From an optimization exercise on the open Yosys and OpenROAD flow, aimed at small area; shortcuts taken in it are not production practice. Function was checked by simulation only, so behaviour that the tests miss may differ from the original. The flow treats the clock pin as an ideal source. Dropping or thinning the clock tree relies on that and would not hold on a real chip. No activity file was given, so power comes from the tool's default toggle rates.

== P ==
==> flow/design.v <==
`timescale 1ns / 1ps
module sevensegdecoder(Seg,HexVal);
	output 	[0:6] Seg;
	input 	[3:0] HexVal;
	wire h3 = HexVal[3], h2 = HexVal[2], h1 = HexVal[1], h0 = HexVal[0];
	wire one  = ~h3 & ~h2 & ~h1 & h0;
	wire four = h2 & ~h1 & ~h0;
	wire svn  = h2 & h1 & h0;
	assign Seg[0] = one | four;                     
	assign Seg[1] = h2 & (h1 ^ h0);                 
	assign Seg[2] = ~h2 & h1 & ~h0;                 
	assign Seg[3] = one | four | svn;               
	assign Seg[4] = h0 | (h2 & ~h1);                
	assign Seg[5] = (~h2 & h1) | (h1 & h0) | (~h3 & ~h2 & h0);  
	assign Seg[6] = (~h3 & ~h2 & ~h1) | svn;        
endmodule
`timescale 1ns / 1ps
module TopLevelModule(seg, an, clk, rst, dp, start, stop, dswitch, reset, lap, TimeSet);
    output [0:6] seg;
    output [3:0] an;
    output [0:0] dp;
    input clk, rst, start, stop, dswitch, reset, lap, TimeSet;
    localparam integer TICK_LIMIT = 500;
    reg       tick, running, flashing, started, countDirection, resetState, lapState, setState;
    reg [8:0] count;           
    reg [3:0] A, C, D;
    reg [2:0] B;
    reg [3:0] lapA, lapC, lapD;
    reg [2:0] lapB;
    reg [5:0] lo;
    reg [1:0] slot;
    reg [4:0] fl;
    reg       blank;           
    reg [3:0] Hex;             
    wire zA = ~|A, zB = ~|B, zC = ~|C, zD = ~|D;
    wire zero = zA & zB & zC & zD;
    wire r1   = ~stop & (start | running);            
    wire n_countDirection = r1 ? countDirection : dswitch;
    wire n_resetState     = r1 ? resetState : reset;
    wire st1  = ~reset & started;
    wire zstop = zero & st1 & ~setState;               
    wire n_running  = r1 & ~zstop;
    wire n_flashing = zero & (zstop | (~start & ~stop & flashing));
    wire n_started  = ~zero | (st1 & setState);
    wire n_lapState = (lap & n_countDirection) | (~n_resetState & ~start & lapState);
    wire n_setState = n_running ? setState : TimeSet;
    wire [8:0] sum = count + (n_setState ? 9'd5 : 9'd1);
    wire wrap = (sum >= TICK_LIMIT);
    wire tick_en = wrap & ~tick;                       
    wire up = n_countDirection;
    wire clr = tick_en & n_resetState;
    wire sD = tick_en & n_running;
    wire sC = sD & (up ? (D[3] & D[0]) : zD);
    wire sB = sC & (up ? (C[3] & C[0]) : zC);
    wire sA = sB & (up ? (B[2] & B[0]) : zB);
    function [3:0] tog10;   
        input [3:0] q; input u; input z;
        begin
            tog10[0] = 1'b1;
            tog10[1] = u ? (q[0] & ~q[3]) : (~q[0] & ~z);
            tog10[2] = u ? (q[1] & q[0]) : (~q[0] & ~q[1] & (q[2] | q[3]));
            tog10[3] = u ? ((q[2] & q[1] & q[0]) | (q[3] & q[0])) : (~q[0] & ~q[1] & ~q[2]);
        end
    endfunction
    function [2:0] tog6;    
        input [2:0] q; input u; input z;
        begin
            tog6[0] = 1'b1;
            tog6[1] = u ? (q[0] & ~q[2]) : (~q[0] & ~z);
            tog6[2] = u ? ((q[1] & q[0]) | (q[2] & q[0])) : (~q[0] & ~q[1]);
        end
    endfunction
    wire z5 = ~|lo[4:0];
    wire load = z5 & ~lo[5];                           
    wire last = z5 & lo[5];                            
    wire fb = lo[5] ^ lo[4] ^ z5;
    wire [1:0] slot_n = slot + {1'b0, load};
    wire [4:0] fl_n = fl + {4'd0, last & slot[1] & slot[0]};
    reg [3:0] digit;
    always @* begin
        case (slot_n)
            2'd0: digit = lapA;
            2'd1: digit = {1'b0, lapB};
            2'd2: digit = lapC;
            default: digit = lapD;
        endcase
    end
    wire flash_off = flashing & fl_n[4];
    always @(posedge clk) begin
        if (rst) begin
            tick <= 1'b0;
            running <= 1'b0;
            flashing <= 1'b0;
            started <= 1'b0;
            countDirection <= 1'b1;
            resetState <= 1'b0;
            lapState <= 1'b0;
            setState <= 1'b0;
            count <= 9'd0;
            A <= 0; B <= 0; C <= 0; D <= 0;
            lapA <= 0; lapB <= 0; lapC <= 0; lapD <= 0;
            lo <= 6'd0;
            slot <= 2'd3;
            fl <= 5'd0;
            blank <= 1'b1;
            Hex <= 4'd0;
        end else begin
            running <= n_running;
            flashing <= n_flashing;
            started <= n_started;
            countDirection <= n_countDirection;
            resetState <= n_resetState;
            lapState <= n_lapState;
            setState <= n_setState;
            if (wrap) begin
                count <= 9'd0;
                tick <= ~tick;
            end else
                count <= sum;
            if (clr) begin
                A <= 0; B <= 0; C <= 0; D <= 0;
            end else begin
                A <= A ^ ({4{sA}} & tog10(A, up, zA));
                B <= B ^ ({3{sB}} & tog6(B, up, zB));
                C <= C ^ ({4{sC}} & tog10(C, up, zC));
                D <= D ^ ({4{sD}} & tog10(D, up, zD));
            end
            if (~n_lapState) begin
                lapA <= A; lapB <= B; lapC <= C; lapD <= D;
            end
            lo <= {lo[4:0], fb};
            slot <= slot_n;
            fl <= fl_n;
            if (load) Hex <= digit;
            blank <= flash_off | (blank & ~load);
        end
    end
    sevensegdecoder u1(.Seg(seg), .HexVal(Hex));
    assign an = blank ? 4'b1111 : ~(4'b1000 >> slot);
    assign dp = slot[0];
endmodule
clock: 10.0 ns
lec_check: 0
cap_margin: 0
core_margin: 2
core_utilization: 40
gpl_timing_driven: 0
place_density: 0.6
slew_margin: 0
standard.sh (not shown) runs the stock make flow with config.mk's settings and CLKGATE_MAP_FILE= SYNTH_SCRIPT=/design/flow/synth_recipe.tcl, a recipe that flattens the netlist after the stock synthesis.
==> flow/flow/run.sh <==
#!/bin/bash
# Own layout flow: the standard ORFS flow (same make targets, config and SDC), except:
#  - synthesis maps the logic with an area-oriented ABC script (flow/area.abc: three timed
#    &deepsyn AIG searches in a row, then area mapping); every step
#    before ABC is the standard synthesis unchanged, so register names and types are the same;
#    Adders are left to ABC too (ADDER_MAP_FILE empty: no half/full-adder cells mapped first);
#  - port buffers are the smallest buffer (buf_1);
#  - the clock tree is one level of clock buffers, one per cluster of flip-flops
#    (flow/clock_buffer.tcl), instead of TritonCTS's
#    H-tree; the rest of the CTS step (placement legalisation, timing repair) is unchanged.
# ORFS's scripts are copied to ./scripts and patched only at those two places.
# Each tool's output goes to a log file in this folder (and ORFS's own logs under orfs/logs).
set -euo pipefail
W=$(pwd)
S=$W/scripts
rm -rf "$S"
cp -r "$FLOW_HOME/scripts" "$S"

# synthesis: ORFS's synth.tcl with our ABC script
sed -i "s#log_cmd abc {\*}\$abc_args#log_cmd abc -script $W/flow/area.abc {*}[lrange \$abc_args 2 end]#" "$S/synth.tcl"
grep -q "abc -script $W/flow/area.abc" "$S/synth.tcl"
# CTS: one clock buffer instead of clock_tree_synthesis
sed -i "s#log_cmd clock_tree_synthesis {\*}\$cts_args#source $W/flow/clock_buffer.tcl#" "$S/cts.tcl"
grep -q "source $W/flow/clock_buffer.tcl" "$S/cts.tcl"

export OWN_CLOCK_BUFFER=${OWN_CLOCK_BUFFER:-sky130_fd_sc_hd__clkbuf_16}
export OWN_CLOCK_CLUSTERS=${OWN_CLOCK_CLUSTERS:-2}
RESULTS=$W/orfs/results/$FLOW_PLATFORM/TopLevelModule/base
make -C "$FLOW_HOME" DESIGN_CONFIG="$W/config.mk" WORK_HOME="$W/orfs" CLKGATE_MAP_FILE= \
  SCRIPTS_DIR="$S" SYNTH_SCRIPT="$W/synth_recipe.tcl" ADDER_MAP_FILE= \
  BUFFER_PORTS_ARGS="-buffer_cell sky130_fd_sc_hd__buf_1" \
  finish > "$W/make_finish.log" 2>&1

: # left out here: write the final layout as DEF
==> flow/flow/area.abc <==
strash
&get -n
&deepsyn -T 20 -S 1
&deepsyn -T 20 -S 2
&deepsyn -T 20 -S 3
&put
dch -f
amap
topo
==> flow/flow/clock_buffer.tcl <==
# Replaces TritonCTS's H-tree for this small design: the clock sinks are split into a few
# clusters by location (k-means with a cap on the cluster size), and one clock buffer, placed at each cluster's centre, drives
# that cluster. The clock port drives only those buffers.
set block [ord::get_db_block]
set clk_net [$block findNet clk]
set k $::env(OWN_CLOCK_CLUSTERS)
set pins {}
foreach iterm [$clk_net getITerms] {
  set bbox [[$iterm getInst] getBBox]
  lappend pins [list $iterm [expr {([$bbox xMin] + [$bbox xMax]) / 2.0}] \
                            [expr {([$bbox yMin] + [$bbox yMax]) / 2.0}]]
}
set n [llength $pins]
# initial centres: sinks sorted by x+y, spread evenly
set sorted [lsort -real -index 1 $pins]
set centres {}
for {set c 0} {$c < $k} {incr c} {
  set p [lindex $sorted [expr {int(($c + 0.5) * $n / $k)}]]
  lappend centres [list [lindex $p 1] [lindex $p 2]]
}
# balanced k-means: each cluster takes at most cap sinks, nearest pairs first
set cap [expr {($n + $k - 1) / $k + 1}]
for {set it 0} {$it < 30} {incr it} {
  set pairs {}
  set i 0
  foreach p $pins {
    for {set c 0} {$c < $k} {incr c} {
      lassign [lindex $centres $c] cx cy
      lappend pairs [list [expr {abs([lindex $p 1] - $cx) + abs([lindex $p 2] - $cy)}] $i $c]
    }
    incr i
  }
  set assign [lrepeat $n -1]
  set count [lrepeat $k 0]
  foreach pr [lsort -real -index 0 $pairs] {
    lassign $pr d i c
    if {[lindex $assign $i] >= 0 || [lindex $count $c] >= $cap} { continue }
    lset assign $i $c
    lset count $c [expr {[lindex $count $c] + 1}]
  }
  set sums {}
  for {set c 0} {$c < $k} {incr c} { lappend sums [list 0.0 0.0 0] }
  foreach p $pins a $assign {
    lassign [lindex $sums $a] sx sy sn
    lset sums $a [list [expr {$sx + [lindex $p 1]}] [expr {$sy + [lindex $p 2]}] [expr {$sn + 1}]]
  }
  for {set c 0} {$c < $k} {incr c} {
    lassign [lindex $sums $c] sx sy sn
    if {$sn > 0} { lset centres $c [list [expr {$sx / $sn}] [expr {$sy / $sn}]] }
  }
}
for {set c 0} {$c < $k} {incr c} {
  set loads {}
  foreach p $pins a $assign {
    if {$a == $c} {
      set it [lindex $p 0]
      lappend loads [get_pins [[$it getInst] getName]/[[$it getMTerm] getName]]
    }
  }
  if {[llength $loads] == 0} { continue }
  lassign [lindex $centres $c] cx cy
  set cx [ord::dbu_to_microns [expr {int($cx)}]]
  set cy [ord::dbu_to_microns [expr {int($cy)}]]
  set buf [insert_buffer -buffer_cell $::env(OWN_CLOCK_BUFFER) -net clk -load_pins $loads \
    -location [list $cx $cy] -buffer_name clkbuf_leaf_$c -net_name clk_leaf_$c]
  set dbuf [$block findInst [get_full_name $buf]]
  foreach iterm [$dbuf getITerms] {
    if {[$iterm isOutputSignal]} { [$iterm getNet] setSigType CLOCK }
  }
  puts "clock cluster $c: [llength $loads] sinks, buffer [get_full_name $buf] at $cx $cy"
}
The flow did not stop early for P: all stages ran, and the layout cleared the timing, DRC and antenna checks.
Setup changes, P to Q
- SLEW_MARGIN changed from 0 to 20
- CAP_MARGIN changed from 0 to 20
- GPL_TIMING_DRIVEN removed (was 0)
--- a/flow/flow/run.sh
+++ b/flow/flow/run.sh
@@ -1,8 +1,7 @@
 #!/bin/bash
 # Own layout flow: the standard ORFS flow (same make targets, config and SDC), except:
-#  - synthesis maps the logic with an area-oriented ABC script (flow/area.abc: three timed
-#    &deepsyn AIG searches in a row, then area mapping); every step
+#  - synthesis maps the logic with an area-oriented ABC script (flow/area.abc: a timed
+#    &deepsyn AIG search, then area mapping); every step
 #    before ABC is the standard synthesis unchanged, so register names and types are the same;
-#    Adders are left to ABC too (ADDER_MAP_FILE empty: no half/full-adder cells mapped first);
 #  - port buffers are the smallest buffer (buf_1);
 #  - the clock tree is one level of clock buffers, one per cluster of flip-flops
@@ -24,9 +23,9 @@
 grep -q "source $W/flow/clock_buffer.tcl" "$S/cts.tcl"
 
-export OWN_CLOCK_BUFFER=${OWN_CLOCK_BUFFER:-sky130_fd_sc_hd__clkbuf_16}
-export OWN_CLOCK_CLUSTERS=${OWN_CLOCK_CLUSTERS:-2}
+export OWN_CLOCK_BUFFER=${OWN_CLOCK_BUFFER:-sky130_fd_sc_hd__clkbuf_8}
+export OWN_CLOCK_CLUSTERS=${OWN_CLOCK_CLUSTERS:-4}
 RESULTS=$W/orfs/results/$FLOW_PLATFORM/TopLevelModule/base
 make -C "$FLOW_HOME" DESIGN_CONFIG="$W/config.mk" WORK_HOME="$W/orfs" CLKGATE_MAP_FILE= \
-  SCRIPTS_DIR="$S" SYNTH_SCRIPT="$W/synth_recipe.tcl" ADDER_MAP_FILE= \
+  SCRIPTS_DIR="$S" SYNTH_SCRIPT="$W/synth_recipe.tcl" \
   BUFFER_PORTS_ARGS="-buffer_cell sky130_fd_sc_hd__buf_1" \
   finish > "$W/make_finish.log" 2>&1
==> flow/flow/area.abc <==
strash
&get -n
&deepsyn -T 60
&put
dch -f
amap
topo
--- a/flow/flow/clock_buffer.tcl
+++ b/flow/flow/clock_buffer.tcl
@@ -1,4 +1,4 @@
 # Replaces TritonCTS's H-tree for this small design: the clock sinks are split into a few
-# clusters by location (k-means with a cap on the cluster size), and one clock buffer, placed at each cluster's centre, drives
+# clusters by location (k-means), and one clock buffer, placed at each cluster's centre, drives
 # that cluster. The clock port drives only those buffers.
 set block [ord::get_db_block]
@@ -19,29 +19,18 @@
   lappend centres [list [lindex $p 1] [lindex $p 2]]
 }
-# balanced k-means: each cluster takes at most cap sinks, nearest pairs first
-set cap [expr {($n + $k - 1) / $k + 1}]
-for {set it 0} {$it < 30} {incr it} {
-  set pairs {}
-  set i 0
+for {set it 0} {$it < 50} {incr it} {
+  set sums {}
+  for {set c 0} {$c < $k} {incr c} { lappend sums [list 0.0 0.0 0] }
+  set assign {}
   foreach p $pins {
+    set best -1; set bd 1e30
     for {set c 0} {$c < $k} {incr c} {
       lassign [lindex $centres $c] cx cy
-      lappend pairs [list [expr {abs([lindex $p 1] - $cx) + abs([lindex $p 2] - $cy)}] $i $c]
+      set d [expr {abs([lindex $p 1] - $cx) + abs([lindex $p 2] - $cy)}]
+      if {$d < $bd} { set bd $d; set best $c }
     }
-    incr i
-  }
-  set assign [lrepeat $n -1]
-  set count [lrepeat $k 0]
-  foreach pr [lsort -real -index 0 $pairs] {
-    lassign $pr d i c
-    if {[lindex $assign $i] >= 0 || [lindex $count $c] >= $cap} { continue }
-    lset assign $i $c
-    lset count $c [expr {[lindex $count $c] + 1}]
-  }
-  set sums {}
-  for {set c 0} {$c < $k} {incr c} { lappend sums [list 0.0 0.0 0] }
-  foreach p $pins a $assign {
-    lassign [lindex $sums $a] sx sy sn
-    lset sums $a [list [expr {$sx + [lindex $p 1]}] [expr {$sy + [lindex $p 2]}] [expr {$sn + 1}]]
+    lappend assign $best
+    lassign [lindex $sums $best] sx sy sn
+    lset sums $best [list [expr {$sx + [lindex $p 1]}] [expr {$sy + [lindex $p 2]}] [expr {$sn + 1}]]
   }
   for {set c 0} {$c < $k} {incr c} {
### Flow results
Final max-slew violation count delta (P -> Q): insignificant. From P to Q the numbers moved as follows: upper clock frequency limit up about 9%; worst setup slack before clock tree synthesis up 0.56 ns. Horizontal die dimension ends up higher on Q. Going from P to Q, the area after synthesis was found to have gone up by about 4.5%. Note that the overall power recorded for Q amounts to 1.05 times the value seen in P. Summary of Q over P: max-slew headroom at the worst pin decreased 0.58 points, core utilization now smaller. Q improves on P in worst-case setup margin in the final layout. Maximum fanout count along the critical path: higher on Q.
For R, these inputs were changed with respect to Q:
- SLEW_MARGIN now 0, was 20
- GPL_TIMING_DRIVEN now 0, previously not set
- CAP_MARGIN now 0, was 20
--- a/flow/flow/run.sh
+++ b/flow/flow/run.sh
@@ -1,7 +1,8 @@
 #!/bin/bash
 # Own layout flow: the standard ORFS flow (same make targets, config and SDC), except:
-#  - synthesis maps the logic with an area-oriented ABC script (flow/area.abc: a timed
-#    &deepsyn AIG search, then area mapping); every step
+#  - synthesis maps the logic with an area-oriented ABC script (flow/area.abc: three timed
+#    &deepsyn AIG searches in a row, then area mapping); every step
 #    before ABC is the standard synthesis unchanged, so register names and types are the same;
+#    Adders are left to ABC too (ADDER_MAP_FILE empty: no half/full-adder cells mapped first);
 #  - port buffers are the smallest buffer (buf_1);
 #  - the clock tree is one level of clock buffers, one per cluster of flip-flops
@@ -27,5 +28,5 @@
 RESULTS=$W/orfs/results/$FLOW_PLATFORM/TopLevelModule/base
 make -C "$FLOW_HOME" DESIGN_CONFIG="$W/config.mk" WORK_HOME="$W/orfs" CLKGATE_MAP_FILE= \
-  SCRIPTS_DIR="$S" SYNTH_SCRIPT="$W/synth_recipe.tcl" \
+  SCRIPTS_DIR="$S" SYNTH_SCRIPT="$W/synth_recipe.tcl" ADDER_MAP_FILE= \
   BUFFER_PORTS_ARGS="-buffer_cell sky130_fd_sc_hd__buf_1" \
   finish > "$W/make_finish.log" 2>&1
==> flow/flow/area.abc <==
strash
&get -n
&deepsyn -T 20 -S 1
&deepsyn -T 20 -S 2
&deepsyn -T 20 -S 3
&put
dch -f
amap
topo
Results
- Summary of R over Q: portion of total power attributed to combinational logic down 5.2 points; total power down about 6%; clock transition at the registers of the reported paths up 0.02 ns.
- Number of DRC violations after detailed-routing iteration 0: lower on R
- Delta (R minus Q): share of the core filled with cells in the final layout +0.65 points; number of fill cells in the layout ~0 delta.
#### Input delta (S over R)
- removing GPL_TIMING_DRIVEN (formerly 0)
- changing SLEW_MARGIN from 0 to 20
- changing CAP_MARGIN from 0 to 20
--- a/flow/flow/run.sh
+++ b/flow/flow/run.sh
@@ -1,6 +1,6 @@
 #!/bin/bash
 # Own layout flow: the standard ORFS flow (same make targets, config and SDC), except:
-#  - synthesis maps the logic with an area-oriented ABC script (flow/area.abc: three timed
-#    &deepsyn AIG searches in a row, then area mapping); every step
+#  - synthesis maps the logic with an area-oriented ABC script (flow/area.abc: a timed
+#    &deepsyn AIG search, then area mapping); every step
 #    before ABC is the standard synthesis unchanged, so register names and types are the same;
 #    Adders are left to ABC too (ADDER_MAP_FILE empty: no half/full-adder cells mapped first);
==> flow/flow/area.abc <==
strash
&get -n
&deepsyn -T 60
&put
dch -f
amap
topo
==> comparison <==
Going from R to S, detailed placer's ending HPWL shows an increase of 270 µm, worst setup margin increased 0.083 ns, pre-CTS worst setup slack now sits higher. Taking R as the reference, in S core utilization now larger, wire length now larger. S ends up with a via count that is 77 higher than in R. Diff R -> S: die outline area rose by 1.9%, number of combinational gates with multiple inputs fell by about 2.7%.
No run of this note takes its clock network from TritonCTS; it comes from the design's own scripts or RTL.

-- afterwards: timing with drivers on the ports --
Ports are ideal in the flow. The routed layouts listed here were re-timed in OpenROAD.
Step 1 sets driving cells, clkbuf_16 on the clock port and buf_2 on the other inputs (assumed; they add their load-dependent delay and slew).
Step 2 also shifts input and output timing later by t, the mid clock arrival at the registers, as if the neighbouring blocks saw the same clock.
Slacks: ideal ports / drivers / drivers and shift; pairs: ideal ports / drivers.
run	shift t [ns]	slack for setup (ns)	worst setup path after step 2
P	0.224	3.541 / 3.571 / 3.348	input to register
Q	0.208	4.072 / 4.104 / 3.896	input to register
R	0.218	3.494 / 3.538 / 3.319	input to register
S	0.211	3.578 / 3.615 / 3.405	input to register
After both steps setup and hold are still met in every run listed. The setup slack of P, which loses most, moves by +0.030 ns with the drivers and by -0.193 ns with both steps.
